From an optimization exercise on the open Yosys and OpenROAD flow, aimed at small area and a short achievable clock period; shortcuts taken in it are not production practice.
The RTL was checked by simulation tests, not by an equivalence proof against the original design.
Power is estimated from default activity; no workload was simulated.

==> flow/design.v (outline; a module is shown in full before it is edited, if it fits) <==
// module fft_ctrl: 50 lines
// module Butterfly: 12 lines
// module Butterfly4: 11 lines
// module PrepAdd: 6 lines
// module TwPrep: 17 lines
// module TwTap3: 5 lines
// module FA: 4 lines
// module HA: 4 lines
// module tw1_tree: 601 lines
// module tw2_tree: 337 lines
// module top_FFT: 80 lines
module top_FFT(
    output [24-1:0] out,
    input  [24-1:0] in,
    input clk, reset
);
  // ...
==> flow/flow/run.sh <==
#!/bin/bash
# Layout flow: the standard.sh (unchanged synthesis and ORFS steps) with
#  - port buffers of a plain buffer cell instead of the default delay cell,
#  - clock tree synthesis without dummy loads,
#  - the resizer's setup repair aiming at a larger slack margin,
#  - after synthesis, inverters pushed through full adders (flow/bubble.py;
#    registers and all other cells untouched).
# Each tool's output goes to a log file in this folder.
set -euo pipefail
export BUFFER_PORTS_ARGS="-buffer_cell sky130_fd_sc_hd__buf_2"
export CTS_ARGS="-sink_clustering_enable -repair_clock_nets -dont_use_dummy_load -sink_clustering_size 32 -sink_clustering_max_diameter 120"
export SETUP_SLACK_MARGIN=6.5
R=orfs/results/sky130hd/top_FFT/base
bash standard.sh synth > synth.log 2>&1
python3 flow/bubble.py $R/1_2_yosys.v $R/1_2_yosys_bub.v > bubble.log 2>&1
cp $R/1_2_yosys.v $R/1_2_yosys_presub.v
mv $R/1_2_yosys_bub.v $R/1_2_yosys.v
rm -f $R/1_synth.odb
bash standard.sh > standard.log 2>&1
==> flow/flow/bubble.py <==
#!/usr/bin/env python3
"""Push inverters through full adders in a synthesized sky130 netlist.

A full adder is self-dual: FA(~a, ~b, ~c) = (~sum, ~cout).  Yosys's adder
extraction leaves many inverters between full adders.  This pass chooses,
for every full adder, whether to implement it on complemented signals, so as
to minimize the number of distinct inverted signals, then rebuilds the data
inverters (one per signal that is needed inverted).  Registers, ports and
all other cells are left as they are.

usage: bubble.py IN.v OUT.v
"""
import re, sys, collections

OUTPINS = {'X', 'Y', 'Q', 'Q_N', 'SUM', 'COUT', 'HI', 'LO'}
src = open(sys.argv[1]).read()

m = re.search(r'^module\s+(\S+)\s*\(', src, re.M)
start = m.start()
body_start = src.index(';', m.end()) + 1
end = src.index('endmodule', body_start)
header = src[:body_start]
body = src[body_start:end]
tail = src[end:]

# statements
stmts = [s.strip() for s in body.split(';')]
decls, cells, others = [], [], []
cell_re = re.compile(r'^(sky130_fd_sc_hd__\w+)\s+(\S+)\s*\((.*)\)$', re.S)
pin_re = re.compile(r'\.(\w+)\(\s*((?:\\\S+\s*)|[^()\s]*(?:\[\d+\])?)\s*\)')
ports_in, ports_out = set(), set()
for s in stmts:
    if not s:
        continue
    cm = cell_re.match(s)
    if cm:
        pins = {}
        for p, n in pin_re.findall(cm.group(3)):
            pins[p] = n.strip()
        cells.append([cm.group(1), cm.group(2), pins])
        continue
    w = s.split()[0]
    if w in ('wire', 'input', 'output', 'inout', 'reg'):
        decls.append(s)
        if w in ('input', 'output'):
            # input [23:0] in  /  input clk
            mm = re.match(r'(input|output)\s*(\[(\d+):(\d+)\])?\s*(\S+)', s)
            name = mm.group(5)
            if mm.group(2):
                hi, lo = int(mm.group(3)), int(mm.group(4))
                names = [f"{name}[{i}]" for i in range(min(hi, lo), max(hi, lo) + 1)]
            else:
                names = [name]
            (ports_in if w == 'input' else ports_out).update(names)
            if not mm.group(2):
                (ports_in if w == 'input' else ports_out).add(name)
    else:
        others.append(s)

def is_inv(t):
    return re.fullmatch(r'sky130_fd_sc_hd__inv_\d+', t) is not None
def is_fa(t):
    return re.fullmatch(r'sky130_fd_sc_hd__fa_\d+', t) is not None

# nets referenced in assigns count as (fixed) loads of their RHS
assign_re = re.compile(r'^assign\s+(.*?)\s*=\s*(.*)$', re.S)
assign_rhs = []
for s in others:
    am = assign_re.match(s)
    if am:
        assign_rhs.append(am.group(2).strip())

driver = {}
for c in cells:
    for p, n in c[2].items():
        if p in OUTPINS:
            driver[n] = c

# removable inverters: output drives an internal net, not a port, not in assigns
assign_nets = set()
for s in others:
    for tok in re.findall(r'\\\S+|[A-Za-z_][\w$]*(?:\[\d+\])?', s):
        assign_nets.add(tok)
removable = set()
for c in cells:
    if is_inv(c[0]):
        y = c[2].get('Y')
        a = c[2].get('A')
        if y is None or a is None:
            continue
        if y in ports_out or y in assign_nets or y in ports_in:
            continue
        removable.add(id(c))

def base(net):
    pol = 0
    seen = 0
    while True:
        d = driver.get(net)
        if d is not None and id(d) in removable:
            net = d[2]['A']
            pol ^= 1
            seen += 1
            if seen > 50:
                raise SystemExit("inverter loop")
        else:
            return net, pol

# loads: (cell, pin) of every input pin of kept cells
loads = []   # entries: [cell, pin, base, pol]
for c in cells:
    if id(c) in removable:
        continue
    for p, n in c[2].items():
        if p in OUTPINS or n == '' or n.startswith("1'b"):
            continue
        b, pol = base(n)
        loads.append([c, p, b, pol])

fas = [c for c in cells if is_fa(c[0])]
fa_idx = {id(c): i for i, c in enumerate(fas)}
flip = [0] * len(fas)
fa_out_bases = [[c[2][p] for p in ('SUM', 'COUT') if p in c[2]] for c in fas]
fa_in_loads = [[] for _ in fas]
cnt = collections.defaultdict(lambda: [0, 0])
for L in loads:
    c, p, b, pol = L
    cnt[b][pol] += 1
    if id(c) in fa_idx:
        fa_in_loads[fa_idx[id(c)]].append(L)
def drv_flip(b):
    d = driver.get(b)
    if d is not None and id(d) in fa_idx:
        return flip[fa_idx[id(d)]]
    return 0
# physical polarity wanted = logical pol ^ flip(driver of base) ^ flip(load fa)
# cnt holds physical polarities; initially no flips
def cost_of(b):
    return 1 if cnt[b][1] > 0 else 0
before = sum(cost_of(b) for b in cnt)

def flip_delta(i, apply=False):
    touched = set()
    changes = []
    for L in fa_in_loads[i]:
        b = L[2]
        touched.add(b)
    for b in fa_out_bases[i]:
        touched.add(b)
    old = sum(cost_of(b) for b in touched)
    saved = {b: list(cnt[b]) for b in touched}
    for L in fa_in_loads[i]:
        b = L[2]
        cur = L[3] ^ drv_flip(b) ^ flip[i]
        cnt[b][cur] -= 1
        cnt[b][cur ^ 1] += 1
    for b in fa_out_bases[i]:
        cnt[b][0], cnt[b][1] = cnt[b][1], cnt[b][0]
    new = sum(cost_of(b) for b in touched)
    if not apply:
        for b in touched:
            cnt[b] = saved[b]
    return new - old

changed = True
passes = 0
while changed and passes < 20:
    changed = False
    passes += 1
    for i in range(len(fas)):
        d = flip_delta(i)
        if d < 0:
            flip_delta(i, apply=True)
            flip[i] ^= 1
            changed = True
after = sum(cost_of(b) for b in cnt)

# rebuild
newcells = []
invs = {}
k = 0
def inv_of(b):
    global k
    if b not in invs:
        k += 1
        nn = f"bub_n{k}"
        invs[b] = nn
    return invs[b]
for L in loads:
    c, p, b, pol = L
    phys = pol ^ drv_flip(b) ^ (flip[fa_idx[id(c)]] if id(c) in fa_idx else 0)
    c[2][p] = inv_of(b) if phys else b
out = [header]
for d in decls:
    out.append("  " + d + " ;")
for b, nn in invs.items():
    out.append(f"  wire {nn};")
for c in cells:
    if id(c) in removable:
        continue
    pins = ", ".join(f".{p}({n}{' ' if n.startswith(chr(92)) else ''})" for p, n in c[2].items())
    out.append(f"  {c[0]} {c[1]} ({pins});")
for b, nn in invs.items():
    bb = b + (' ' if b.startswith('\\') else '')
    out.append(f"  sky130_fd_sc_hd__inv_1 {nn}_i (.A({bb}), .Y({nn}));")
for s in others:
    out.append("  " + s + " ;")
out.append(tail)
open(sys.argv[2], 'w').write("\n".join(out))
nrem = len(removable)
print(f"full adders {len(fas)}, flipped {sum(flip)}; inverters {nrem} -> {len(invs)} "
      f"(cost before {before}, after {after}), passes {passes}")
==> flow/standard.sh <==
#!/bin/bash
# synth_recipe.tcl (not shown) runs the flow's synth.tcl, then flattens the netlist and writes it again
# the make line also repeats each setting of config.mk as NAME=value (left out here)
make -C /OpenROAD-flow-scripts/flow DESIGN_CONFIG=/design/flow/config.mk WORK_HOME=/design/flow/orfs CLKGATE_MAP_FILE= SYNTH_SCRIPT=/design/flow/synth_recipe.tcl "${@:-finish}"
==> flow/config.mk <==
export PLATFORM = sky130hd
export DESIGN_NAME = top_FFT
export DESIGN_NICKNAME = top_FFT
export VERILOG_FILES = /design/flow/design.v
export SDC_FILE = /design/flow/constraint.sdc
export NUM_CORES = 4
export LEC_CHECK = 0
export CAP_MARGIN = 40
export CORE_MARGIN = 2
export CORE_UTILIZATION = 40
export SLEW_MARGIN = 60
==> flow/constraint.sdc <==
create_clock -name core_clock -period 10.0 [get_ports {clk}]
set_input_delay 2.0000 -clock core_clock [delete_from_list [all_inputs] [get_ports {clk}]]
set_output_delay 2.0000 -clock core_clock [all_outputs]
set_load 0.01 [all_outputs]
==> flow_summary.json, run 1 <==
{
  "largest_reg_flops": 54,
  "wl_per_cell_um": 17.9,
  "power_density_nw_per_um2": 223,
  "fin_ws_ns": 6.39,
  "placed_cell_area_um2": 35700,
  "regToRegStartpoint": "a6[4]",
  "reg2reg_to": "a7[14]",
  "cap_viol_max_count": 0,
  "detail-route-antenna-nets": 0,
  "syn_to_final_growth_pct": 9.84,
  "p_clk_mw": 1.12,
  "clk_latency_ns": 0.61,
  "cts_buffers": 24,
  "fp.coreArea_um2": 85100,
  "worstPathArrival_ns": 4.12,
  "place_hpwl_mm": 64.7,
  "cts_tree": "done",
  "grt_pass1_wl_mm": 134,
  "seq_power_mw": 3.19,
  "top_layer_used": "met4",
  "endpoint": "a7[14]",
  "synth_area_um2": 34400,
  "rsz0062_at_grt": "true",
  "grtUsageTotal": 0.189,
  "seq_area_frac": 0.306,
  "status": "no timing/DRC/antenna violations",
  "diodes": 0,
  "start_kind": "flip-flop",
  "ctsResizeCount": 86,
  "cp-end-kind": "flip-flop",
  "buf_share": 0.0386,
  "max_freq_mhz": 277
}
==> module tw1_tree, before the edit <==
module tw1_tree(input [12:0] A, B, input [2:0] k, input mI, m1p, m1n, m2, m1,
    output [11:0] Sr, Cr, output [2:0] cr, output [11:0] Si, Ci, output [2:0] ci);
    wire [12:0] nA = ~A, nB = ~B;
    wire rp1 = A[0];
    wire rp2 = A[1];
    wire rp3 = A[2];
    wire rp4 = A[3];
    wire rp5 = A[4];
    wire rp6 = A[5];
    wire rp7 = A[6];
    wire rp8 = A[7];
    wire rp9 = A[8];
    wire rp10 = A[9];
    wire rp11 = A[10];
    wire rp12 = A[11];
    wire rp13 = (m1 & nA[0]);
    wire rp14 = (m1 & nA[1]);
    wire rp15 = (m1 & nA[2]) | (m2 & nA[0]);
    wire rp16 = (m1 & nA[3]) | (m2 & nA[1]);
    wire rp17 = (m1 & nA[4]) | (m2 & nA[2]);
    wire rp18 = (m1 & nA[5]) | (m2 & nA[3]);
    wire rp19 = (m1 & nA[6]) | (m2 & nA[4]);
    wire rp20 = (m1 & nA[7]) | (m2 & nA[5]);
    wire rp21 = (m1 & nA[8]) | (m2 & nA[6]);
    wire rp22 = (m1 & nA[9]) | (m2 & nA[7]);
    wire rp23 = (m1 & nA[10]) | (m2 & nA[8]);
    wire rp24 = (m1 & nA[11]) | (m2 & nA[9]);
    wire rp25 = (m1 & A[12]) | (m2 & nA[10]);
    wire rp26 = (m2 & nA[11]);
    wire rp27 = (m2 & A[12]);
    wire rp28 = (m1 & nA[0]);
    wire rp29 = (m1 & nA[1]);
    wire rp30 = (m1 & nA[2]) | (m2 & nA[0]);
    wire rp31 = (m1 & nA[3]) | (m2 & nA[1]);
    wire rp32 = (m1 & nA[4]) | (m2 & nA[2]);
    wire rp33 = (m1 & nA[5]) | (m2 & nA[3]);
    wire rp34 = (m1 & nA[6]) | (m2 & nA[4]);
    wire rp35 = (m1 & nA[7]) | (m2 & nA[5]);
    wire rp36 = (m1 & nA[8]) | (m2 & nA[6]);
    wire rp37 = (m1 & nA[9]) | (m2 & nA[7]);
    wire rp38 = (m1 & nA[10]) | (m2 & nA[8]);
    wire rp39 = (m1 & nA[11]) | (m2 & nA[9]);
    wire rp40 = (m1 & A[12]) | (m2 & nA[10]);
    wire rp41 = (m2 & nA[11]);
    wire rp42 = (m2 & A[12]);
    wire rp43 = (m1 & A[0]);
    wire rp44 = (m1 & A[1]);
    wire rp45 = (m1 & A[2]);
    wire rp46 = (m1 & A[3]) | (m2 & A[0]);
    wire rp47 = (m1 & A[4]) | (m2 & A[1]);
    wire rp48 = (m1 & A[5]) | (m2 & A[2]);
    wire rp49 = (m1 & A[6]) | (m2 & A[3]);
    wire rp50 = (m1 & A[7]) | (m2 & A[4]);
    wire rp51 = (m1 & A[8]) | (m2 & A[5]);
    wire rp52 = (m1 & A[9]) | (m2 & A[6]);
    wire rp53 = (m1 & A[10]) | (m2 & A[7]);
    wire rp54 = (m1 & A[11]) | (m2 & A[8]);
    wire rp55 = (m1 & nA[12]) | (m2 & A[9]);
    wire rp56 = (m2 & A[10]);
    wire rp57 = (m2 & A[11]);
    wire rp58 = (m2 & nA[12]);
    wire rp59 = (m2 & A[0]);
    wire rp60 = (m2 & A[1]);
    wire rp61 = (m2 & A[2]);
    wire rp62 = (m2 & A[3]);
    wire rp63 = (m2 & A[4]);
    wire rp64 = (m2 & A[5]);
    wire rp65 = (m2 & A[6]);
    wire rp66 = (m1 & B[0]) | (m2 & A[7]);
    wire rp67 = (m1 & B[1]) | (m2 & A[8]);
    wire rp68 = (m1 & B[2]) | (m2 & A[9]);
    wire rp69 = (m1 & B[3]) | (m2 & A[10]);
    wire rp70 = (m1 & B[4]) | (m2 & A[11]);
    wire rp71 = (m1 & B[5]) | (m2 & nA[12]);
    wire rp72 = (m1 & B[6]);
    wire rp73 = (m1 & B[7]);
    wire rp74 = (m1 & B[8]);
    wire rp75 = (m1 & B[9]);
    wire rp76 = (m1 & B[10]);
    wire rp77 = (m1 & B[11]);
    wire rp78 = (m1 & nB[12]);
    wire rp79 = (m1 & nB[0]);
    wire rp80 = (m1 & nB[1]);
    wire rp81 = (m1 & nB[2]);
    wire rp82 = (m1 & nB[3]);
    wire rp83 = (m1 & nB[4]);
    wire rp84 = (m1 & nB[5]);
    wire rp85 = (m1 & nB[6]);
    wire rp86 = (m1 & nB[7]);
    wire rp87 = (m1 & nB[8]);
    wire rp88 = (m1 & nB[9]);
    wire rp89 = (m1 & nB[10]);
    wire rp90 = (m1 & nB[11]);
    wire rp91 = (m1 & B[12]);
    wire rp92 = (m1 & B[0]);
    wire rp93 = (m1 & B[1]);
    wire rp94 = (m1 & B[2]);
    wire rp95 = (m1 & B[3]);
    wire rp96 = (m1 & B[4]);
    wire rp97 = (m1 & B[5]);
    wire rp98 = (m1 & B[6]);
    wire rp99 = (m1 & B[7]);
    wire rp100 = (m1 & B[8]);
    wire rp101 = (m1 & B[9]);
    wire rp102 = (m1 & B[10]);
    wire rp103 = (m1 & B[11]);
    wire rp104 = (m1 & nB[12]);
    wire rk105 = (k == 3'd7);
    wire rk106 = (k == 3'd5);
    wire rk107 = (k == 3'd1) | (k == 3'd3) | (k == 3'd5);
    wire rk108 = (k == 3'd1) | (k == 3'd2) | (k == 3'd3) | (k == 3'd5) | (k == 3'd6);
    wire rk109 = (k == 3'd1) | (k == 3'd3) | (k == 3'd7);
    wire rk110 = (k == 3'd2) | (k == 3'd6);
    wire rk111 = (k == 3'd5);
    wire rk112 = (k == 3'd7);
    wire rk113 = (k == 3'd1) | (k == 3'd3) | (k == 3'd5) | (k == 3'd7);
    wire rk114 = (k == 3'd1) | (k == 3'd2) | (k == 3'd3) | (k == 3'd5) | (k == 3'd6) | (k == 3'd7);
    wire rk115 = (k == 3'd2) | (k == 3'd6);
    wire rk116 = (k == 3'd1) | (k == 3'd2) | (k == 3'd3) | (k == 3'd5) | (k == 3'd6) | (k == 3'd7);
    wire rk117 = (k == 3'd2) | (k == 3'd6);
    wire rk118 = (k == 3'd1) | (k == 3'd3) | (k == 3'd5) | (k == 3'd7);
    wire rk119 = (k == 3'd2) | (k == 3'd6);
    wire rs120, rc121;
    HA urs120(.a(rp14), .b(rp31), .s(rs120), .co(rc121));
    wire rs122, rc123;
    FA urs122(.a(rp15), .b(rp32), .c(rp50), .s(rs122), .co(rc123));
    wire rs124, rc125;
    FA urs124(.a(rp16), .b(rp33), .c(rp51), .s(rs124), .co(rc125));
    wire rs126, rc127;
    FA urs126(.a(rp1), .b(rp17), .c(rp34), .s(rs126), .co(rc127));
    wire rs128, rc129;
    HA urs128(.a(rp52), .b(rp67), .s(rs128), .co(rc129));
    wire rs130, rc131;
    FA urs130(.a(rp2), .b(rp18), .c(rp35), .s(rs130), .co(rc131));
    wire rs132, rc133;
    HA urs132(.a(rp53), .b(rp68), .s(rs132), .co(rc133));
    wire rs134, rc135;
    FA urs134(.a(rp3), .b(rp19), .c(rp36), .s(rs134), .co(rc135));
    wire rs136, rc137;
    HA urs136(.a(rp54), .b(rp69), .s(rs136), .co(rc137));
    wire rs138, rc139;
    FA urs138(.a(rp4), .b(rp20), .c(rp37), .s(rs138), .co(rc139));
    wire rs140, rc141;
    FA urs140(.a(rp55), .b(rp70), .c(rp85), .s(rs140), .co(rc141));
    wire rs142, rc143;
    FA urs142(.a(rp5), .b(rp21), .c(rp38), .s(rs142), .co(rc143));
    wire rs144, rc145;
    FA urs144(.a(rp56), .b(rp71), .c(rp86), .s(rs144), .co(rc145));
    wire rs146, rc147;
    FA urs146(.a(rp6), .b(rp22), .c(rp39), .s(rs146), .co(rc147));
    wire rs148, rc149;
    FA urs148(.a(rp57), .b(rp72), .c(rp87), .s(rs148), .co(rc149));
    wire rs150, rc151;
    FA urs150(.a(rp7), .b(rp23), .c(rp40), .s(rs150), .co(rc151));
    wire rs152, rc153;
    HA urs152(.a(rp8), .b(rp24), .s(rs152), .co(rc153));
    wire rs154, rc155;
    HA urs154(.a(rp28), .b(rp46), .s(rs154), .co(rc155));
    wire rs156, rc157;
    HA urs156(.a(rp29), .b(rp47), .s(rs156), .co(rc157));
    wire rs158, rc159;
    FA urs158(.a(rp13), .b(rp30), .c(rp48), .s(rs158), .co(rc159));
    wire rs160, rc161;
    HA urs160(.a(rp63), .b(rp95), .s(rs160), .co(rc161));
    wire rs162, rc163;
    FA urs162(.a(rp49), .b(rp64), .c(rp79), .s(rs162), .co(rc163));
    wire rs164, rc165;
    FA urs164(.a(rp96), .b(rk109), .c(rs120), .s(rs164), .co(rc165));
    wire rs166, rc167;
    FA urs166(.a(rp65), .b(rp80), .c(rp97), .s(rs166), .co(rc167));
    wire rs168, rc169;
    FA urs168(.a(rk110), .b(rs122), .c(rc121), .s(rs168), .co(rc169));
    wire rs170, rc171;
    FA urs170(.a(rp66), .b(rp81), .c(rp98), .s(rs170), .co(rc171));
    wire rs172, rc173;
    FA urs172(.a(rk111), .b(rs124), .c(rc123), .s(rs172), .co(rc173));
    wire rs174, rc175;
    FA urs174(.a(rp82), .b(rp99), .c(rk112), .s(rs174), .co(rc175));
    wire rs176, rc177;
    FA urs176(.a(rs126), .b(rs128), .c(rc125), .s(rs176), .co(rc177));
    wire rs178, rc179;
    FA urs178(.a(rp83), .b(rp100), .c(rs130), .s(rs178), .co(rc179));
    wire rs180, rc181;
    FA urs180(.a(rs132), .b(rc127), .c(rc129), .s(rs180), .co(rc181));
    wire rs182, rc183;
    FA urs182(.a(rp84), .b(rp101), .c(rs134), .s(rs182), .co(rc183));
    wire rs184, rc185;
    FA urs184(.a(rs136), .b(rc131), .c(rc133), .s(rs184), .co(rc185));
    wire rs186, rc187;
    FA urs186(.a(rp102), .b(rk113), .c(rs138), .s(rs186), .co(rc187));
    wire rs188, rc189;
    FA urs188(.a(rs140), .b(rc135), .c(rc137), .s(rs188), .co(rc189));
    wire rs190, rc191;
    FA urs190(.a(rp103), .b(rk114), .c(rs142), .s(rs190), .co(rc191));
    wire rs192, rc193;
    FA urs192(.a(rs144), .b(rc139), .c(rc141), .s(rs192), .co(rc193));
    wire rs194, rc195;
    FA urs194(.a(rp104), .b(rk115), .c(rs146), .s(rs194), .co(rc195));
    wire rs196, rc197;
    FA urs196(.a(rs148), .b(rc143), .c(rc145), .s(rs196), .co(rc197));
    wire rs198, rc199;
    FA urs198(.a(rp58), .b(rp73), .c(rp88), .s(rs198), .co(rc199));
    wire rs200, rc201;
    FA urs200(.a(rs150), .b(rc147), .c(rc149), .s(rs200), .co(rc201));
    wire rs202, rc203;
    FA urs202(.a(rp41), .b(rp74), .c(rp89), .s(rs202), .co(rc203));
    wire rs204, rc205;
    FA urs204(.a(rk116), .b(rs152), .c(rc151), .s(rs204), .co(rc205));
    wire rs206, rc207;
    FA urs206(.a(rp9), .b(rp25), .c(rp42), .s(rs206), .co(rc207));
    wire rs208, rc209;
    FA urs208(.a(rp75), .b(rp90), .c(rc153), .s(rs208), .co(rc209));
    wire rs210, rc211;
    FA urs210(.a(rp10), .b(rp26), .c(rp76), .s(rs210), .co(rc211));
    wire rs212, rc213;
    HA urs212(.a(rp91), .b(rk117), .s(rs212), .co(rc213));
    wire rs214, rc215;
    FA urs214(.a(rp11), .b(rp27), .c(rp77), .s(rs214), .co(rc215));
    wire rs216, rc217;
    HA urs216(.a(rp45), .b(rp60), .s(rs216), .co(rc217));
    wire rs218, rc219;
    FA urs218(.a(rp61), .b(rp93), .c(rk107), .s(rs218), .co(rc219));
    wire rs220, rc221;
    FA urs220(.a(rp62), .b(rp94), .c(rs156), .s(rs220), .co(rc221));
    wire rs222, rc223;
    FA urs222(.a(rk108), .b(rs158), .c(rs160), .s(rs222), .co(rc223));
    wire rs224, rc225;
    FA urs224(.a(rs162), .b(rs164), .c(rc159), .s(rs224), .co(rc225));
    wire rs226, rc227;
    FA urs226(.a(rs166), .b(rs168), .c(rc163), .s(rs226), .co(rc227));
    wire rs228, rc229;
    FA urs228(.a(rs170), .b(rs172), .c(rc167), .s(rs228), .co(rc229));
    wire rs230, rc231;
    FA urs230(.a(rs174), .b(rs176), .c(rc171), .s(rs230), .co(rc231));
    wire rs232, rc233;
    FA urs232(.a(rs178), .b(rs180), .c(rc175), .s(rs232), .co(rc233));
    wire rs234, rc235;
    FA urs234(.a(rs182), .b(rs184), .c(rc179), .s(rs234), .co(rc235));
    wire rs236, rc237;
    FA urs236(.a(rs186), .b(rs188), .c(rc183), .s(rs236), .co(rc237));
    wire rs238, rc239;
    FA urs238(.a(rs190), .b(rs192), .c(rc187), .s(rs238), .co(rc239));
    wire rs240, rc241;
    FA urs240(.a(rs194), .b(rs196), .c(rc191), .s(rs240), .co(rc241));
    wire rs242, rc243;
    FA urs242(.a(rs198), .b(rs200), .c(rc195), .s(rs242), .co(rc243));
    wire rs244, rc245;
    FA urs244(.a(rs202), .b(rs204), .c(rc199), .s(rs244), .co(rc245));
    wire rs246, rc247;
    FA urs246(.a(rs206), .b(rs208), .c(rc203), .s(rs246), .co(rc247));
    wire rs248, rc249;
    FA urs248(.a(rs210), .b(rs212), .c(rc207), .s(rs248), .co(rc249));
    wire rs250, rc251;
    FA urs250(.a(rk118), .b(rs214), .c(rc211), .s(rs250), .co(rc251));
    wire rs252, rc253;
    FA urs252(.a(rp12), .b(rp78), .c(rk119), .s(rs252), .co(rc253));
    wire rs254, rc255;
    HA urs254(.a(rp92), .b(rk106), .s(rs254), .co(rc255));
    wire rs256, rc257;
    FA urs256(.a(rs154), .b(rs218), .c(rc217), .s(rs256), .co(rc257));
    wire rs258, rc259;
    FA urs258(.a(rc155), .b(rs220), .c(rc219), .s(rs258), .co(rc259));
    wire rs260, rc261;
    FA urs260(.a(rc157), .b(rs222), .c(rc221), .s(rs260), .co(rc261));
    wire rs262, rc263;
    FA urs262(.a(rc161), .b(rs224), .c(rc223), .s(rs262), .co(rc263));
    wire rs264, rc265;
    FA urs264(.a(rc165), .b(rs226), .c(rc225), .s(rs264), .co(rc265));
    wire rs266, rc267;
    FA urs266(.a(rc169), .b(rs228), .c(rc227), .s(rs266), .co(rc267));
    wire rs268, rc269;
    FA urs268(.a(rc173), .b(rs230), .c(rc229), .s(rs268), .co(rc269));
    wire rs270, rc271;
    FA urs270(.a(rc177), .b(rs232), .c(rc231), .s(rs270), .co(rc271));
    wire rs272, rc273;
    FA urs272(.a(rc181), .b(rs234), .c(rc233), .s(rs272), .co(rc273));
    wire rs274, rc275;
    FA urs274(.a(rc185), .b(rs236), .c(rc235), .s(rs274), .co(rc275));
    wire rs276, rc277;
    FA urs276(.a(rc189), .b(rs238), .c(rc237), .s(rs276), .co(rc277));
    wire rs278, rc279;
    FA urs278(.a(rc193), .b(rs240), .c(rc239), .s(rs278), .co(rc279));
    wire rs280, rc281;
    FA urs280(.a(rc197), .b(rs242), .c(rc241), .s(rs280), .co(rc281));
    wire rs282, rc283;
    FA urs282(.a(rc201), .b(rs244), .c(rc243), .s(rs282), .co(rc283));
    wire rs284, rc285;
    FA urs284(.a(rc205), .b(rs246), .c(rc245), .s(rs284), .co(rc285));
    wire rs286, rc287;
    FA urs286(.a(rc209), .b(rs248), .c(rc247), .s(rs286), .co(rc287));
    wire rs288, rc289;
    FA urs288(.a(rc213), .b(rs250), .c(rc249), .s(rs288), .co(rc289));
    wire rs290, rc291;
    FA urs290(.a(rc215), .b(rs252), .c(rc251), .s(rs290), .co(rc291));
    wire [5:0] rlb = {1'b0, {rs256, rs216, rp44, rp43, 1'b0}} + {1'b0, {rc255, rs254, rp59, rk105, 1'b0}};
    wire [5:0] rlg = {1'b0, {rs266, rs264, rs262, rs260, rs258}} + {1'b0, {rc265, rc263, rc261, rc259, rc257}};
    wire [4:0] rlp = {rs266, rs264, rs262, rs260, rs258} ^ {rc265, rc263, rc261, rc259, rc257};
    assign cr = {rlg[5], &rlp, rlb[5]};
    assign Sr = {rs290, rs288, rs286, rs284, rs282, rs280, rs278, rs276, rs274, rs272, rs270, rs268};
    assign Cr = {rc289, rc287, rc285, rc283, rc281, rc279, rc277, rc275, rc273, rc271, rc269, rc267};
    wire ip292 = ((mI | m1p | m2) & B[0]) | (m1n & nB[0]);
    wire ip293 = ((mI | m1p | m2) & B[1]) | (m1n & nB[1]);
    wire ip294 = ((mI | m1p | m2) & B[2]) | (m1n & nB[2]);
    wire ip295 = ((mI | m1p | m2) & B[3]) | (m1n & nB[3]);
    wire ip296 = ((mI | m1p | m2) & B[4]) | (m1n & nB[4]);
    wire ip297 = ((mI | m1p | m2) & B[5]) | (m1n & nB[5]);
    wire ip298 = ((mI | m1p | m2) & B[6]) | (m1n & nB[6]);
    wire ip299 = ((mI | m1p | m2) & B[7]) | (m1n & nB[7]);
    wire ip300 = ((mI | m1p | m2) & B[8]) | (m1n & nB[8]);
    wire ip301 = ((mI | m1p | m2) & B[9]) | (m1n & nB[9]);
    wire ip302 = ((mI | m1p | m2) & B[10]) | (m1n & nB[10]);
    wire ip303 = ((mI | m1p | m2) & B[11]) | (m1n & nB[11]);
    wire ip304 = (m1p & nB[0]) | (m1n & B[0]);
    wire ip305 = (m1p & nB[1]) | (m1n & B[1]);
    wire ip306 = (m1p & nB[2]) | (m1n & B[2]) | (m2 & nB[0]);
    wire ip307 = (m1p & nB[3]) | (m1n & B[3]) | (m2 & nB[1]);
    wire ip308 = (m1p & nB[4]) | (m1n & B[4]) | (m2 & nB[2]);
    wire ip309 = (m1p & nB[5]) | (m1n & B[5]) | (m2 & nB[3]);
    wire ip310 = (m1p & nB[6]) | (m1n & B[6]) | (m2 & nB[4]);
    wire ip311 = (m1p & nB[7]) | (m1n & B[7]) | (m2 & nB[5]);
    wire ip312 = (m1p & nB[8]) | (m1n & B[8]) | (m2 & nB[6]);
    wire ip313 = (m1p & nB[9]) | (m1n & B[9]) | (m2 & nB[7]);
    wire ip314 = (m1p & nB[10]) | (m1n & B[10]) | (m2 & nB[8]);
    wire ip315 = (m1p & nB[11]) | (m1n & B[11]) | (m2 & nB[9]);
    wire ip316 = (m1p & B[12]) | (m1n & nB[12]) | (m2 & nB[10]);
    wire ip317 = (m2 & nB[11]);
    wire ip318 = (m2 & B[12]);
    wire ip319 = (m1p & nB[0]) | (m1n & B[0]);
    wire ip320 = (m1p & nB[1]) | (m1n & B[1]);
    wire ip321 = (m1p & nB[2]) | (m1n & B[2]) | (m2 & nB[0]);
    wire ip322 = (m1p & nB[3]) | (m1n & B[3]) | (m2 & nB[1]);
    wire ip323 = (m1p & nB[4]) | (m1n & B[4]) | (m2 & nB[2]);
    wire ip324 = (m1p & nB[5]) | (m1n & B[5]) | (m2 & nB[3]);
    wire ip325 = (m1p & nB[6]) | (m1n & B[6]) | (m2 & nB[4]);
    wire ip326 = (m1p & nB[7]) | (m1n & B[7]) | (m2 & nB[5]);
    wire ip327 = (m1p & nB[8]) | (m1n & B[8]) | (m2 & nB[6]);
    wire ip328 = (m1p & nB[9]) | (m1n & B[9]) | (m2 & nB[7]);
    wire ip329 = (m1p & nB[10]) | (m1n & B[10]) | (m2 & nB[8]);
    wire ip330 = (m1p & nB[11]) | (m1n & B[11]) | (m2 & nB[9]);
    wire ip331 = (m1p & B[12]) | (m1n & nB[12]) | (m2 & nB[10]);
    wire ip332 = (m2 & nB[11]);
    wire ip333 = (m2 & B[12]);
    wire ip334 = (m1p & B[0]) | (m1n & nB[0]);
    wire ip335 = (m1p & B[1]) | (m1n & nB[1]);
    wire ip336 = (m1p & B[2]) | (m1n & nB[2]);
    wire ip337 = (m1p & B[3]) | (m1n & nB[3]) | (m2 & B[0]);
    wire ip338 = (m1p & B[4]) | (m1n & nB[4]) | (m2 & B[1]);
    wire ip339 = (m1p & B[5]) | (m1n & nB[5]) | (m2 & B[2]);
    wire ip340 = (m1p & B[6]) | (m1n & nB[6]) | (m2 & B[3]);
    wire ip341 = (m1p & B[7]) | (m1n & nB[7]) | (m2 & B[4]);
    wire ip342 = (m1p & B[8]) | (m1n & nB[8]) | (m2 & B[5]);
    wire ip343 = (m1p & B[9]) | (m1n & nB[9]) | (m2 & B[6]);
    wire ip344 = (m1p & B[10]) | (m1n & nB[10]) | (m2 & B[7]);
    wire ip345 = (m1p & B[11]) | (m1n & nB[11]) | (m2 & B[8]);
    wire ip346 = (m1p & nB[12]) | (m1n & B[12]) | (m2 & B[9]);
    wire ip347 = (m2 & B[10]);
    wire ip348 = (m2 & B[11]);
    wire ip349 = (m2 & nB[12]);
    wire ip350 = (m2 & B[0]);
    wire ip351 = (m2 & B[1]);
    wire ip352 = (m2 & B[2]);
    wire ip353 = (m2 & B[3]);
    wire ip354 = (m2 & B[4]);
    wire ip355 = (m2 & B[5]);
    wire ip356 = (m2 & B[6]);
    wire ip357 = (m1p & nA[0]) | (m1n & A[0]) | (m2 & B[7]);
    wire ip358 = (m1p & nA[1]) | (m1n & A[1]) | (m2 & B[8]);
    wire ip359 = (m1p & nA[2]) | (m1n & A[2]) | (m2 & B[9]);
    wire ip360 = (m1p & nA[3]) | (m1n & A[3]) | (m2 & B[10]);
    wire ip361 = (m1p & nA[4]) | (m1n & A[4]) | (m2 & B[11]);
    wire ip362 = (m1p & nA[5]) | (m1n & A[5]) | (m2 & nB[12]);
    wire ip363 = (m1p & nA[6]) | (m1n & A[6]);
    wire ip364 = (m1p & nA[7]) | (m1n & A[7]);
    wire ip365 = (m1p & nA[8]) | (m1n & A[8]);
    wire ip366 = (m1p & nA[9]) | (m1n & A[9]);
    wire ip367 = (m1p & nA[10]) | (m1n & A[10]);
    wire ip368 = (m1p & nA[11]) | (m1n & A[11]);
    wire ip369 = (m1p & A[12]) | (m1n & nA[12]);
    wire ip370 = (m1p & A[0]) | (m1n & nA[0]);
    wire ip371 = (m1p & A[1]) | (m1n & nA[1]);
    wire ip372 = (m1p & A[2]) | (m1n & nA[2]);
    wire ip373 = (m1p & A[3]) | (m1n & nA[3]);
    wire ip374 = (m1p & A[4]) | (m1n & nA[4]);
    wire ip375 = (m1p & A[5]) | (m1n & nA[5]);
    wire ip376 = (m1p & A[6]) | (m1n & nA[6]);
    wire ip377 = (m1p & A[7]) | (m1n & nA[7]);
    wire ip378 = (m1p & A[8]) | (m1n & nA[8]);
    wire ip379 = (m1p & A[9]) | (m1n & nA[9]);
    wire ip380 = (m1p & A[10]) | (m1n & nA[10]);
    wire ip381 = (m1p & A[11]) | (m1n & nA[11]);
    wire ip382 = (m1p & nA[12]) | (m1n & A[12]);
    wire ip383 = (m1p & nA[0]) | (m1n & A[0]);
    wire ip384 = (m1p & nA[1]) | (m1n & A[1]);
    wire ip385 = (m1p & nA[2]) | (m1n & A[2]);
    wire ip386 = (m1p & nA[3]) | (m1n & A[3]);
    wire ip387 = (m1p & nA[4]) | (m1n & A[4]);
    wire ip388 = (m1p & nA[5]) | (m1n & A[5]);
    wire ip389 = (m1p & nA[6]) | (m1n & A[6]);
    wire ip390 = (m1p & nA[7]) | (m1n & A[7]);
    wire ip391 = (m1p & nA[8]) | (m1n & A[8]);
    wire ip392 = (m1p & nA[9]) | (m1n & A[9]);
    wire ip393 = (m1p & nA[10]) | (m1n & A[10]);
    wire ip394 = (m1p & nA[11]) | (m1n & A[11]);
    wire ip395 = (m1p & A[12]) | (m1n & nA[12]);
    wire ik396 = (k == 3'd3) | (k == 3'd5) | (k == 3'd7);
    wire ik397 = (k == 3'd6);
    wire ik398 = (k == 3'd1) | (k == 3'd5) | (k == 3'd7);
    wire ik399 = (k == 3'd1) | (k == 3'd6);
    wire ik400 = (k == 3'd1) | (k == 3'd2);
    wire ik401 = (k == 3'd3);
    wire ik402 = (k == 3'd2);
    wire ik403 = (k == 3'd1) | (k == 3'd5) | (k == 3'd7);
    wire ik404 = (k == 3'd3) | (k == 3'd4) | (k == 3'd5) | (k == 3'd6) | (k == 3'd7);
    wire ik405 = (k == 3'd1) | (k == 3'd3) | (k == 3'd5) | (k == 3'd7);
    wire ik406 = (k == 3'd1) | (k == 3'd2) | (k == 3'd3) | (k == 3'd5) | (k == 3'd6) | (k == 3'd7);
    wire ik407 = (k == 3'd2) | (k == 3'd6);
    wire ik408 = (k == 3'd1) | (k == 3'd2) | (k == 3'd3) | (k == 3'd5) | (k == 3'd6) | (k == 3'd7);
    wire ik409 = (k == 3'd2) | (k == 3'd6);
    wire ik410 = (k == 3'd1) | (k == 3'd3) | (k == 3'd5) | (k == 3'd7);
    wire ik411 = (k == 3'd2) | (k == 3'd6);
    wire is412, ic413;
    HA uis412(.a(ip305), .b(ip322), .s(is412), .co(ic413));
    wire is414, ic415;
    FA uis414(.a(ip306), .b(ip323), .c(ip341), .s(is414), .co(ic415));
    wire is416, ic417;
    FA uis416(.a(ip307), .b(ip324), .c(ip342), .s(is416), .co(ic417));
    wire is418, ic419;
    FA uis418(.a(ip292), .b(ip308), .c(ip325), .s(is418), .co(ic419));
    wire is420, ic421;
    HA uis420(.a(ip343), .b(ip358), .s(is420), .co(ic421));
    wire is422, ic423;
    FA uis422(.a(ip293), .b(ip309), .c(ip326), .s(is422), .co(ic423));
    wire is424, ic425;
    HA uis424(.a(ip344), .b(ip359), .s(is424), .co(ic425));
    wire is426, ic427;
    FA uis426(.a(ip294), .b(ip310), .c(ip327), .s(is426), .co(ic427));
    wire is428, ic429;
    HA uis428(.a(ip345), .b(ip360), .s(is428), .co(ic429));
    wire is430, ic431;
    FA uis430(.a(ip295), .b(ip311), .c(ip328), .s(is430), .co(ic431));
    wire is432, ic433;
    FA uis432(.a(ip346), .b(ip361), .c(ip376), .s(is432), .co(ic433));
    wire is434, ic435;
    FA uis434(.a(ip296), .b(ip312), .c(ip329), .s(is434), .co(ic435));
    wire is436, ic437;
    FA uis436(.a(ip347), .b(ip362), .c(ip377), .s(is436), .co(ic437));
    wire is438, ic439;
    FA uis438(.a(ip297), .b(ip313), .c(ip330), .s(is438), .co(ic439));
    wire is440, ic441;
    FA uis440(.a(ip348), .b(ip363), .c(ip378), .s(is440), .co(ic441));
    wire is442, ic443;
    FA uis442(.a(ip298), .b(ip314), .c(ip331), .s(is442), .co(ic443));
    wire is444, ic445;
    HA uis444(.a(ip299), .b(ip315), .s(is444), .co(ic445));
    wire is446, ic447;
    HA uis446(.a(ip319), .b(ip337), .s(is446), .co(ic447));
    wire is448, ic449;
    HA uis448(.a(ip320), .b(ip338), .s(is448), .co(ic449));
    wire is450, ic451;
    FA uis450(.a(ip304), .b(ip321), .c(ip339), .s(is450), .co(ic451));
    wire is452, ic453;
    HA uis452(.a(ip354), .b(ip386), .s(is452), .co(ic453));
    wire is454, ic455;
    FA uis454(.a(ip340), .b(ip355), .c(ip370), .s(is454), .co(ic455));
    wire is456, ic457;
    FA uis456(.a(ip387), .b(ik401), .c(is412), .s(is456), .co(ic457));
    wire is458, ic459;
    FA uis458(.a(ip356), .b(ip371), .c(ip388), .s(is458), .co(ic459));
    wire is460, ic461;
    FA uis460(.a(ik402), .b(is414), .c(ic413), .s(is460), .co(ic461));
    wire is462, ic463;
    FA uis462(.a(ip357), .b(ip372), .c(ip389), .s(is462), .co(ic463));
    wire is464, ic465;
    FA uis464(.a(ik403), .b(is416), .c(ic415), .s(is464), .co(ic465));
    wire is466, ic467;
    FA uis466(.a(ip373), .b(ip390), .c(ik404), .s(is466), .co(ic467));
    wire is468, ic469;
    FA uis468(.a(is418), .b(is420), .c(ic417), .s(is468), .co(ic469));
    wire is470, ic471;
    FA uis470(.a(ip374), .b(ip391), .c(is422), .s(is470), .co(ic471));
    wire is472, ic473;
    FA uis472(.a(is424), .b(ic419), .c(ic421), .s(is472), .co(ic473));
    wire is474, ic475;
    FA uis474(.a(ip375), .b(ip392), .c(is426), .s(is474), .co(ic475));
    wire is476, ic477;
    FA uis476(.a(is428), .b(ic423), .c(ic425), .s(is476), .co(ic477));
    wire is478, ic479;
    FA uis478(.a(ip393), .b(ik405), .c(is430), .s(is478), .co(ic479));
    wire is480, ic481;
    FA uis480(.a(is432), .b(ic427), .c(ic429), .s(is480), .co(ic481));
    wire is482, ic483;
    FA uis482(.a(ip394), .b(ik406), .c(is434), .s(is482), .co(ic483));
    wire is484, ic485;
    FA uis484(.a(is436), .b(ic431), .c(ic433), .s(is484), .co(ic485));
    wire is486, ic487;
    FA uis486(.a(ip395), .b(ik407), .c(is438), .s(is486), .co(ic487));
    wire is488, ic489;
    FA uis488(.a(is440), .b(ic435), .c(ic437), .s(is488), .co(ic489));
    wire is490, ic491;
    FA uis490(.a(ip349), .b(ip364), .c(ip379), .s(is490), .co(ic491));
    wire is492, ic493;
    FA uis492(.a(is442), .b(ic439), .c(ic441), .s(is492), .co(ic493));
    wire is494, ic495;
    FA uis494(.a(ip332), .b(ip365), .c(ip380), .s(is494), .co(ic495));
    wire is496, ic497;
    FA uis496(.a(ik408), .b(is444), .c(ic443), .s(is496), .co(ic497));
    wire is498, ic499;
    FA uis498(.a(ip300), .b(ip316), .c(ip333), .s(is498), .co(ic499));
    wire is500, ic501;
    FA uis500(.a(ip366), .b(ip381), .c(ic445), .s(is500), .co(ic501));
    wire is502, ic503;
    FA uis502(.a(ip301), .b(ip317), .c(ip367), .s(is502), .co(ic503));
    wire is504, ic505;
    HA uis504(.a(ip382), .b(ik409), .s(is504), .co(ic505));
    wire is506, ic507;
    FA uis506(.a(ip302), .b(ip318), .c(ip368), .s(is506), .co(ic507));
    wire is508, ic509;
    HA uis508(.a(ip336), .b(ip351), .s(is508), .co(ic509));
    wire is510, ic511;
    FA uis510(.a(ip352), .b(ip384), .c(ik399), .s(is510), .co(ic511));
    wire is512, ic513;
    FA uis512(.a(ip353), .b(ip385), .c(is448), .s(is512), .co(ic513));
    wire is514, ic515;
    FA uis514(.a(ik400), .b(is450), .c(is452), .s(is514), .co(ic515));
    wire is516, ic517;
    FA uis516(.a(is454), .b(is456), .c(ic451), .s(is516), .co(ic517));
    wire is518, ic519;
    FA uis518(.a(is458), .b(is460), .c(ic455), .s(is518), .co(ic519));
    wire is520, ic521;
    FA uis520(.a(is462), .b(is464), .c(ic459), .s(is520), .co(ic521));
    wire is522, ic523;
    FA uis522(.a(is466), .b(is468), .c(ic463), .s(is522), .co(ic523));
    wire is524, ic525;
    FA uis524(.a(is470), .b(is472), .c(ic467), .s(is524), .co(ic525));
    wire is526, ic527;
    FA uis526(.a(is474), .b(is476), .c(ic471), .s(is526), .co(ic527));
    wire is528, ic529;
    FA uis528(.a(is478), .b(is480), .c(ic475), .s(is528), .co(ic529));
    wire is530, ic531;
    FA uis530(.a(is482), .b(is484), .c(ic479), .s(is530), .co(ic531));
    wire is532, ic533;
    FA uis532(.a(is486), .b(is488), .c(ic483), .s(is532), .co(ic533));
    wire is534, ic535;
    FA uis534(.a(is490), .b(is492), .c(ic487), .s(is534), .co(ic535));
    wire is536, ic537;
    FA uis536(.a(is494), .b(is496), .c(ic491), .s(is536), .co(ic537));
    wire is538, ic539;
    FA uis538(.a(is498), .b(is500), .c(ic495), .s(is538), .co(ic539));
    wire is540, ic541;
    FA uis540(.a(is502), .b(is504), .c(ic499), .s(is540), .co(ic541));
    wire is542, ic543;
    FA uis542(.a(ik410), .b(is506), .c(ic503), .s(is542), .co(ic543));
    wire is544, ic545;
    FA uis544(.a(ip303), .b(ip369), .c(ik411), .s(is544), .co(ic545));
    wire is546, ic547;
    HA uis546(.a(ip335), .b(ip350), .s(is546), .co(ic547));
    wire is548, ic549;
    FA uis548(.a(ip383), .b(ik398), .c(is508), .s(is548), .co(ic549));
    wire is550, ic551;
    FA uis550(.a(is446), .b(is510), .c(ic509), .s(is550), .co(ic551));
    wire is552, ic553;
    FA uis552(.a(ic447), .b(is512), .c(ic511), .s(is552), .co(ic553));
    wire is554, ic555;
    FA uis554(.a(ic449), .b(is514), .c(ic513), .s(is554), .co(ic555));
    wire is556, ic557;
    FA uis556(.a(ic453), .b(is516), .c(ic515), .s(is556), .co(ic557));
    wire is558, ic559;
    FA uis558(.a(ic457), .b(is518), .c(ic517), .s(is558), .co(ic559));
    wire is560, ic561;
    FA uis560(.a(ic461), .b(is520), .c(ic519), .s(is560), .co(ic561));
    wire is562, ic563;
    FA uis562(.a(ic465), .b(is522), .c(ic521), .s(is562), .co(ic563));
    wire is564, ic565;
    FA uis564(.a(ic469), .b(is524), .c(ic523), .s(is564), .co(ic565));
    wire is566, ic567;
    FA uis566(.a(ic473), .b(is526), .c(ic525), .s(is566), .co(ic567));
    wire is568, ic569;
    FA uis568(.a(ic477), .b(is528), .c(ic527), .s(is568), .co(ic569));
    wire is570, ic571;
    FA uis570(.a(ic481), .b(is530), .c(ic529), .s(is570), .co(ic571));
    wire is572, ic573;
    FA uis572(.a(ic485), .b(is532), .c(ic531), .s(is572), .co(ic573));
    wire is574, ic575;
    FA uis574(.a(ic489), .b(is534), .c(ic533), .s(is574), .co(ic575));
    wire is576, ic577;
    FA uis576(.a(ic493), .b(is536), .c(ic535), .s(is576), .co(ic577));
    wire is578, ic579;
    FA uis578(.a(ic497), .b(is538), .c(ic537), .s(is578), .co(ic579));
    wire is580, ic581;
    FA uis580(.a(ic501), .b(is540), .c(ic539), .s(is580), .co(ic581));
    wire is582, ic583;
    FA uis582(.a(ic505), .b(is542), .c(ic541), .s(is582), .co(ic583));
    wire is584, ic585;
    FA uis584(.a(ic507), .b(is544), .c(ic543), .s(is584), .co(ic585));
    wire [5:0] ilb = {1'b0, {is550, is548, ik397, ip334, 1'b0}} + {1'b0, {ic549, ic547, is546, ik396, 1'b0}};
    wire [5:0] ilg = {1'b0, {is560, is558, is556, is554, is552}} + {1'b0, {ic559, ic557, ic555, ic553, ic551}};
    wire [4:0] ilp = {is560, is558, is556, is554, is552} ^ {ic559, ic557, ic555, ic553, ic551};
    assign ci = {ilg[5], &ilp, ilb[5]};
    assign Si = {is584, is582, is580, is578, is576, is574, is572, is570, is568, is566, is564, is562};
    assign Ci = {ic583, ic581, ic579, ic577, ic575, ic573, ic571, ic569, ic567, ic565, ic563, ic561};
endmodule
==> module top_FFT, before the edit <==
module top_FFT(
    output [24-1:0] out,
    input  [24-1:0] in,
    input clk, reset
);
    wire m, s1, s2, s3, s4, s3n, k3t, mI1, m1p1, m1n1, m11, m21;
    wire [2:0] k1t, k1p;
    wire [1:0] k2t, k2p;
    fft_ctrl ctrl(.clk(clk), .reset(reset), .m(m),
                  .s1(s1), .s2(s2), .s3(s3), .s4(s4),
                  .k1t(k1t), .k1p(k1p), .k2t(k2t), .k2p(k2p),
                  .mI1(mI1), .m1p1(m1p1), .m1n1(m1n1), .m11(m11), .m21(m21),
                  .s3n(s3n), .k3t(k3t));
    reg [23:0] r_in, r12, r23, r34, r_out;
    reg [23:0] a0, a1, a2, a3, a4, a5;
    reg [25:0] a6;
    reg [53:0] a7;
    reg [23:0] b0;
    reg [25:0] b1, b2;
    reg [49:0] b3;
    reg [23:0] c0;
    reg [25:0] c1;
    reg [23:0] d0;
    wire [11:0] a7sr = a7[53:42], a7cr = a7[38:27], a7si = a7[26:15], a7ci = a7[11:0];
    wire        a7nr = a7[41] | (a7[40] & a7[39]);
    wire        a7ni = a7[14] | (a7[13] & a7[12]);
    wire [11:0] b3sr = b3[49:38], b3cr = b3[36:25], b3si = b3[24:13], b3ci = b3[11:0];
    wire        b3nr = b3[37],    b3ni = b3[12];
    wire [12:0] c1xr = c1[25:13], c1xi = c1[12:0];
    wire [23:0] sum1, dif1, sum2, dif2, sum3, dif3, sum4, dif4;
    Butterfly bf1(.C1(sum1), .C2(dif1),
                  .Xr(s1 ? {a7sr[11], a7sr} : {a7sr, a7nr}),
                  .Xi(s1 ? {a7si[11], a7si} : {a7si, a7ni}),
                  .Yr(s1 ? {r_in[23], r_in[23:12]} : {a7cr, a7nr}),
                  .Yi(s1 ? {r_in[11], r_in[11:0]}  : {a7ci, a7ni}), .R(r_in));
    Butterfly bf2(.C1(sum2), .C2(dif2),
                  .Xr(s2 ? {b3sr[11], b3sr} : {b3sr, b3nr}),
                  .Xi(s2 ? {b3si[11], b3si} : {b3si, b3ni}),
                  .Yr(s2 ? {r12[23], r12[23:12]} : {b3cr, b3nr}),
                  .Yi(s2 ? {r12[11], r12[11:0]}  : {b3ci, b3ni}), .R(r12));
    Butterfly bf3(.C1(sum3), .C2(dif3), .Xr(c1xr), .Xi(c1xi),
                  .Yr(s3 ? {r23[23], r23[23:12]} : {12'd0, c1xr[0]}),
                  .Yi(s3 ? {r23[11], r23[11:0]}  : {12'd0, c1xi[0]}), .R(r23));
    Butterfly4 bf4(.C1(sum4), .C2(dif4), .A(d0), .B(r34));
    wire [25:0] p1, p2, t3;
    wire [11:0] t1sr, t1cr, t1si, t1ci, t2sr, t2cr, t2si, t2ci;
    wire [2:0] t1nr, t1ni;
    wire t2nr, t2ni;
    wire sel_a = (k1p[1:0] == 2'd2);
    wire [12:0] pS, pD;
    PrepAdd padd(.S(pS), .D(pD), .C(sel_a ? a5 : b0), .k6(sel_a ? k1p[2] : k2p[1]));
    TwPrep prep1(.out(p1), .C(a5), .k(k1p), .S(pS), .D(pD));
    tw1_tree tree1(.A(a6[25:13]), .B(a6[12:0]), .k(k1t),
                   .mI(mI1), .m1p(m1p1), .m1n(m1n1), .m1(m11), .m2(m21),
                   .Sr(t1sr), .Cr(t1cr), .cr(t1nr), .Si(t1si), .Ci(t1ci), .ci(t1ni));
    TwPrep prep2(.out(p2), .C(b0), .k({k2p, 1'b0}), .S(pS), .D(pD));
    tw2_tree tree2(.A(b2[25:13]), .B(b2[12:0]), .k({k2t, 1'b0}),
                   .mI(~k2t[0]), .m2(k2t[0]),
                   .Sr(t2sr), .Cr(t2cr), .cr(t2nr), .Si(t2si), .Ci(t2ci), .ci(t2ni));
    TwTap3 tap3(.out(t3), .C(c0), .raw(s3n), .k(k3t));
    always @(posedge clk) begin
        r_in <= reset ? in : 24'd0;
        r12 <= sum1;
        a0 <= s1 ? dif1 : r_in;
        a1 <= a0; a2 <= a1; a3 <= a2; a4 <= a3; a5 <= m ? a4 : 24'd0;
        a6 <= p1;
        a7 <= {t1sr, t1nr, t1cr, t1si, t1ni, t1ci};
        r23 <= sum2;
        b0 <= s2 ? dif2 : r12;
        b1 <= p2;
        b2 <= m ? b1 : 26'd0;
        b3 <= {t2sr, t2nr, t2cr, t2si, t2ni, t2ci};
        r34 <= sum3;
        c0 <= s3 ? dif3 : r23;
        c1 <= m ? t3 : 26'd0;
        r_out <= s4 ? d0 : sum4;
        d0 <= m ? (s4 ? r34 : dif4) : 24'd0;
    end
    assign out = r_out;
endmodule
==> run 2, diff against run 1 <==
--- a/flow/design.v
+++ b/flow/design.v
@@ -109,5 +109,5 @@
 endmodule
 module tw1_tree(input [12:0] A, B, input [2:0] k, input mI, m1p, m1n, m2, m1,
-    output [11:0] Sr, Cr, output [2:0] cr, output [11:0] Si, Ci, output [2:0] ci);
+    output [11:0] Sr, Cr, output [4:0] cr, output [11:0] Si, Ci, output [4:0] ci);
     wire [12:0] nA = ~A, nB = ~B;
     wire rp1 = A[0];
@@ -402,8 +402,10 @@
     wire rs290, rc291;
     FA urs290(.a(rc215), .b(rs252), .c(rc251), .s(rs290), .co(rc291));
-    wire [5:0] rlb = {1'b0, {rs256, rs216, rp44, rp43, 1'b0}} + {1'b0, {rc255, rs254, rp59, rk105, 1'b0}};
-    wire [5:0] rlg = {1'b0, {rs266, rs264, rs262, rs260, rs258}} + {1'b0, {rc265, rc263, rc261, rc259, rc257}};
-    wire [4:0] rlp = {rs266, rs264, rs262, rs260, rs258} ^ {rc265, rc263, rc261, rc259, rc257};
-    assign cr = {rlg[5], &rlp, rlb[5]};
+    wire [3:0] rg0 = {1'b0, {rp44, rp43, 1'b0}} + {1'b0, {rp59, rk105, 1'b0}};
+    wire [3:0] rg1 = {1'b0, {rs258, rs256, rs216}} + {1'b0, {rc257, rc255, rs254}};
+    wire [2:0] rq1 = {rs258, rs256, rs216} ^ {rc257, rc255, rs254};
+    wire [4:0] rg2 = {1'b0, {rs266, rs264, rs262, rs260}} + {1'b0, {rc265, rc263, rc261, rc259}};
+    wire [3:0] rq2 = {rs266, rs264, rs262, rs260} ^ {rc265, rc263, rc261, rc259};
+    assign cr = {rg2[4], &rq2, rg1[3], &rq1, rg0[3]};
     assign Sr = {rs290, rs288, rs286, rs284, rs282, rs280, rs278, rs276, rs274, rs272, rs270, rs268};
     assign Cr = {rc289, rc287, rc285, rc283, rc281, rc279, rc277, rc275, rc273, rc271, rc269, rc267};
@@ -702,8 +704,10 @@
     wire is584, ic585;
     FA uis584(.a(ic507), .b(is544), .c(ic543), .s(is584), .co(ic585));
-    wire [5:0] ilb = {1'b0, {is550, is548, ik397, ip334, 1'b0}} + {1'b0, {ic549, ic547, is546, ik396, 1'b0}};
-    wire [5:0] ilg = {1'b0, {is560, is558, is556, is554, is552}} + {1'b0, {ic559, ic557, ic555, ic553, ic551}};
-    wire [4:0] ilp = {is560, is558, is556, is554, is552} ^ {ic559, ic557, ic555, ic553, ic551};
-    assign ci = {ilg[5], &ilp, ilb[5]};
+    wire [3:0] ig0 = {1'b0, {ik397, ip334, 1'b0}} + {1'b0, {is546, ik396, 1'b0}};
+    wire [3:0] ig1 = {1'b0, {is552, is550, is548}} + {1'b0, {ic551, ic549, ic547}};
+    wire [2:0] iq1 = {is552, is550, is548} ^ {ic551, ic549, ic547};
+    wire [4:0] ig2 = {1'b0, {is560, is558, is556, is554}} + {1'b0, {ic559, ic557, ic555, ic553}};
+    wire [3:0] iq2 = {is560, is558, is556, is554} ^ {ic559, ic557, ic555, ic553};
+    assign ci = {ig2[4], &iq2, ig1[3], &iq1, ig0[3]};
     assign Si = {is584, is582, is580, is578, is576, is574, is572, is570, is568, is566, is564, is562};
     assign Ci = {ic583, ic581, ic579, ic577, ic575, ic573, ic571, ic569, ic567, ic565, ic563, ic561};
@@ -1062,5 +1066,5 @@
     reg [23:0] a0, a1, a2, a3, a4, a5;
     reg [25:0] a6;
-    reg [53:0] a7;
+    reg [57:0] a7;
     reg [23:0] b0;
     reg [25:0] b1, b2;
@@ -1069,7 +1073,7 @@
     reg [25:0] c1;
     reg [23:0] d0;
-    wire [11:0] a7sr = a7[53:42], a7cr = a7[38:27], a7si = a7[26:15], a7ci = a7[11:0];
-    wire        a7nr = a7[41] | (a7[40] & a7[39]);
-    wire        a7ni = a7[14] | (a7[13] & a7[12]);
+    wire [11:0] a7sr = a7[57:46], a7cr = a7[40:29], a7si = a7[28:17], a7ci = a7[11:0];
+    wire        a7nr = a7[45] | (a7[44] & (a7[43] | (a7[42] & a7[41])));
+    wire        a7ni = a7[16] | (a7[15] & (a7[14] | (a7[13] & a7[12])));
     wire [11:0] b3sr = b3[49:38], b3cr = b3[36:25], b3si = b3[24:13], b3ci = b3[11:0];
     wire        b3nr = b3[37],    b3ni = b3[12];
@@ -1092,5 +1096,5 @@
     wire [25:0] p1, p2, t3;
     wire [11:0] t1sr, t1cr, t1si, t1ci, t2sr, t2cr, t2si, t2ci;
-    wire [2:0] t1nr, t1ni;
+    wire [4:0] t1nr, t1ni;
     wire t2nr, t2ni;
     wire sel_a = (k1p[1:0] == 2'd2);
--- a/flow/flow/run.sh
+++ b/flow/flow/run.sh
@@ -9,5 +9,5 @@
 set -euo pipefail
 export BUFFER_PORTS_ARGS="-buffer_cell sky130_fd_sc_hd__buf_2"
-export CTS_ARGS="-sink_clustering_enable -repair_clock_nets -dont_use_dummy_load -sink_clustering_size 32 -sink_clustering_max_diameter 120"
+export CTS_ARGS="-sink_clustering_enable -repair_clock_nets -dont_use_dummy_load"
 export SETUP_SLACK_MARGIN=6.5
 R=orfs/results/sky130hd/top_FFT/base
==> run 2 against run 1 <==
Sequential power up 2%. Setup slack lost 0.012 ns. Still clean on timing, DRC and antenna. Clock power grew 83%. Design area up 2.5%. Synthesized cell count is 0.11% lower. Cell count is 0.61% higher. Critical path depth up 2. First-iteration DRC count is 6.9% higher. Die area is 0.26% higher.
==> flow_summary.json, run 2 <==
{
  "setup_viol": 0,
  "clock_path_buffers": 3,
  "first_global_vias": 24600,
  "worst_pin_slew_ns": 0.541,
  "min-delay-start": "a0[21]",
  "regToRegStartpoint": "ctrl.m21",
  "max_freq_mhz": 276,
  "peakVddDrop_mv": 0.186,
  "fin_ws_ns": 6.38,
  "avgSynthCellArea_um2": 9.57,
  "holdPathStages": 0,
  "worstPathArrival_ns": 4.11,
  "rsz0062_at_grt": "true",
  "leakagePower_nw": 17.7,
  "start_util": 0.404,
  "largest_reg_flops": 58,
  "grt_max_degree": 65,
  "cts-htree-levels": 3,
  "antenna_found_initial": 5,
  "cp-end-kind": "flip-flop",
  "combinationalPowerShare": 0.424,
  "reg2reg_to": "a7[45]",
  "overflow": 0,
  "grt_pass1_wl_mm": 135,
  "power_mw": 9.20,
  "io_buffers": 49,
  "synth_nets": 4131,
  "cts_tree": "done",
  "clk_latency_ns": 0.62,
  "final_cell_mix": "dfxtp_1 (557), inv_1 (333), nor2_1 (294), ha_1 (276), fa_1 (229)",
  "top_register": "a7",
  "clock_skew_ns": 0.0685,
  "wl_per_cell_um": 17.9,
  "period_needed_ns": 3.62,
  "whs_endpoint": "a1[21]",
  "p_sw_mw": 3.46,
  "wl_met2_mm": 40.7,
  "met1Wirelength_mm": 38.2,
  "power_density_nw_per_um2": 238,
  "dieHeight_um": 297,
  "synth_area_um2": 34400,
  "p_clk_frac": 0.223,
  "hold_viol_final": 0,
  "synthCells": 3598,
  "ios": 50,
  "first_iter_violations": 1594,
  "gp_congestion": 0.881,
  "largest_registers": "a7 (58), b3 (50)",
  "detail-route-antenna-nets": 0,
  "dieArea_um2": 88500,
  "netSwitchingFraction": 0.376,
  "via_count": 24700,
  "grtUsageTotal": 0.192,
  "cts_root_buf": "clkbuf_16",
  "synth_warnings": 3,
  "nNetsFinal": 4187,
  "die_x_um": 297,
  "cap_viol_max_count": 0,
  "final_common_cell": "dfxtp_1",
  "crit_fanout": 5,
  "holdBufCountCts": 0,
  "cts_buffers": 68,
  "rr_worst_depth": 13,
  "met3_length_mm": 4.00,
  "drv_slew": 0,
  "layout_worst_path_cycle_share": 0.362,
  "fp.coreArea_um2": 85300,
  "cts_sinks": 578,
  "layout.cells.non_filler": 4799,
  "drive_above_1_share": 0.118,
  "critPathKind": "flip-flop to flip-flop",
  "top_layer_used": "met4",
  "hp-class": "flip-flop to flip-flop",
  "place_ws_ns": 5.58,
  "wl_mm": 85.7,
  "rrSetupSlack_ns": 6.38,
  "path_clk_slew_ns": 0.05,
  "syn_to_final_growth_pct": 12.3,
  "setup_tns_ns": 0,
  "dp_cells": 4667,
  "via_per_inst": 5.15,
  "worstPathRequired_ns": 10.49,
  "maxSlewHeadroom": 0.639,
  "place_hpwl_mm": 64.3,
  "first_pass_iters": 8,
  "fillers": 8191,
  "p_int_mw": 5.74,
  "status": "no timing/DRC/antenna violations",
  "start_kind": "flip-flop",
  "rows": 107,
  "p_seq_frac": 0.353,
  "drc": 0
}
==> run 2: cell count changes in the layout (fill, tap and decap cells not counted), sizes merged, moves of 8 or more <==
cell / previous run / this run
a21o: 39 / 52
clkbuf: 29 / 69
and3: 79 / 71
nand2: 244 / 223
buf: 139 / 129
==> run 2: worst max path at each step <==
stage	from	end	slack, ns
6_report	ctrl.m21	a7[45]	6.38
5_1_grt	ctrl.m21	a7[45]	6.29
4_1_cts	ctrl.m21	a7[45]	6.37
3_5_place_dp	ctrl.k1p[0]	b1[10]	5.58
3_3_place_gp	ctrl.k1p[0]	a6[10]	5.56
2_1_floorplan	ctrl.m1p1	a7[16]	6.50
==> run 2: repair_timing <==
item	4_1_cts	5_1_grt
resized for setup	74	50
endpoints found under the setup margin	75	52
pin swaps	21	20
buffers inserted	25	24
cloned	10	2
endpoints found under the hold margin	0	0
==> run 2: stage by stage <==
| step | util | area (um2) | hold WS [ns] |
|---|---|---|---|
| finish | 0.454 | 38700 | 0.297 |
| global route | 0.454 | 38700 | 0.302 |
| CTS | 0.448 | 38200 | 0.299 |
| detailed placement | 0.420 | 35800 | 0.312 |
| global placement | 0.419 | 35800 | 0.310 |
| floorplan | - | 34500 | 0.310 |
==> run 2: area by class of cell <==
class                      count  area [um2]  area share
timing repair buffer         138        1330      0.0343
timing repair inverter         2        17.5    0.000453
tap                         1144        1430      0.0370
inverter                     340        1310      0.0337
multi-input combinational   2526       21300       0.550
antenna                        3        7.51    0.000194
sequential                   578       11600       0.301
clock buffer                  68        1700      0.0440
==> run 2: power by group through the flow <==
stage          Combinational [mW]  Clock (mW)  Sequential, mW
2_1_floorplan                2.85           0            2.99
3_3_place_gp                 3.62           0            3.27
3_5_place_dp                 3.65           0            3.27
4_1_cts                      3.77        2.12            3.24
5_1_grt                      4.42        2.20            3.28
6_report                     3.90        2.05            3.24
==> run 2: metal layers <==
metal,vias up,global-route usage
met5,-,0
met3,168,0.0275
met4,0,0.0660
met1,11700,0.249
met2,576,0.327
li1,12200,-
==> run 2: worst max-delay path: stages, from the launching register on <==
cell and delay [ns]:
dfxtp_2 0.34, buf_12 0.14, buf_4 0.14, buf_12 0.13
a22oi_2 0.17, fa_1 0.47, fa_1 0.56, fa_1 0.44
fa_1 0.49, inv_1 0.04, ha_1 0.27, nor2b_1 0.13
o21ai_1 0.12, nand2b_1 0.06

==> static timing again, ports no longer ideal <==
How much do the figures lean on ideal ports? The routed layouts below were timed once more, with nothing changed but the port constraints. Step 1 (the two cells are an assumption about what drives the block):
set clk [get_ports {clk}]
set_driving_cell -lib_cell sky130_fd_sc_hd__clkbuf_16 $clk
set_driving_cell -lib_cell sky130_fd_sc_hd__buf_2 [delete_from_list [all_inputs] $clk]
Step 2 moves the port delays by t, midway between the first and last clock arrival at a register: inputs arrive t later, outputs are due t later. That takes back most of the time a late clock gives input paths. Three values: ideal, step 1, step 2; two values: the first two.
| run | shift t [ns] | setup WS [ns] | pins driven straight from the clock port |
|---|---|---|---|
| run 1 | 0.647 | 6.392 / 6.392 / 5.999 | 1 |
| run 2 | 0.655 | 6.380 / 6.380 / 6.290 | 1 |
After both steps every run listed still meets setup and hold. For run 1, which loses most, drivers alone change the setup slack by 0.000 ns; drivers and shift together by -0.393 ns.
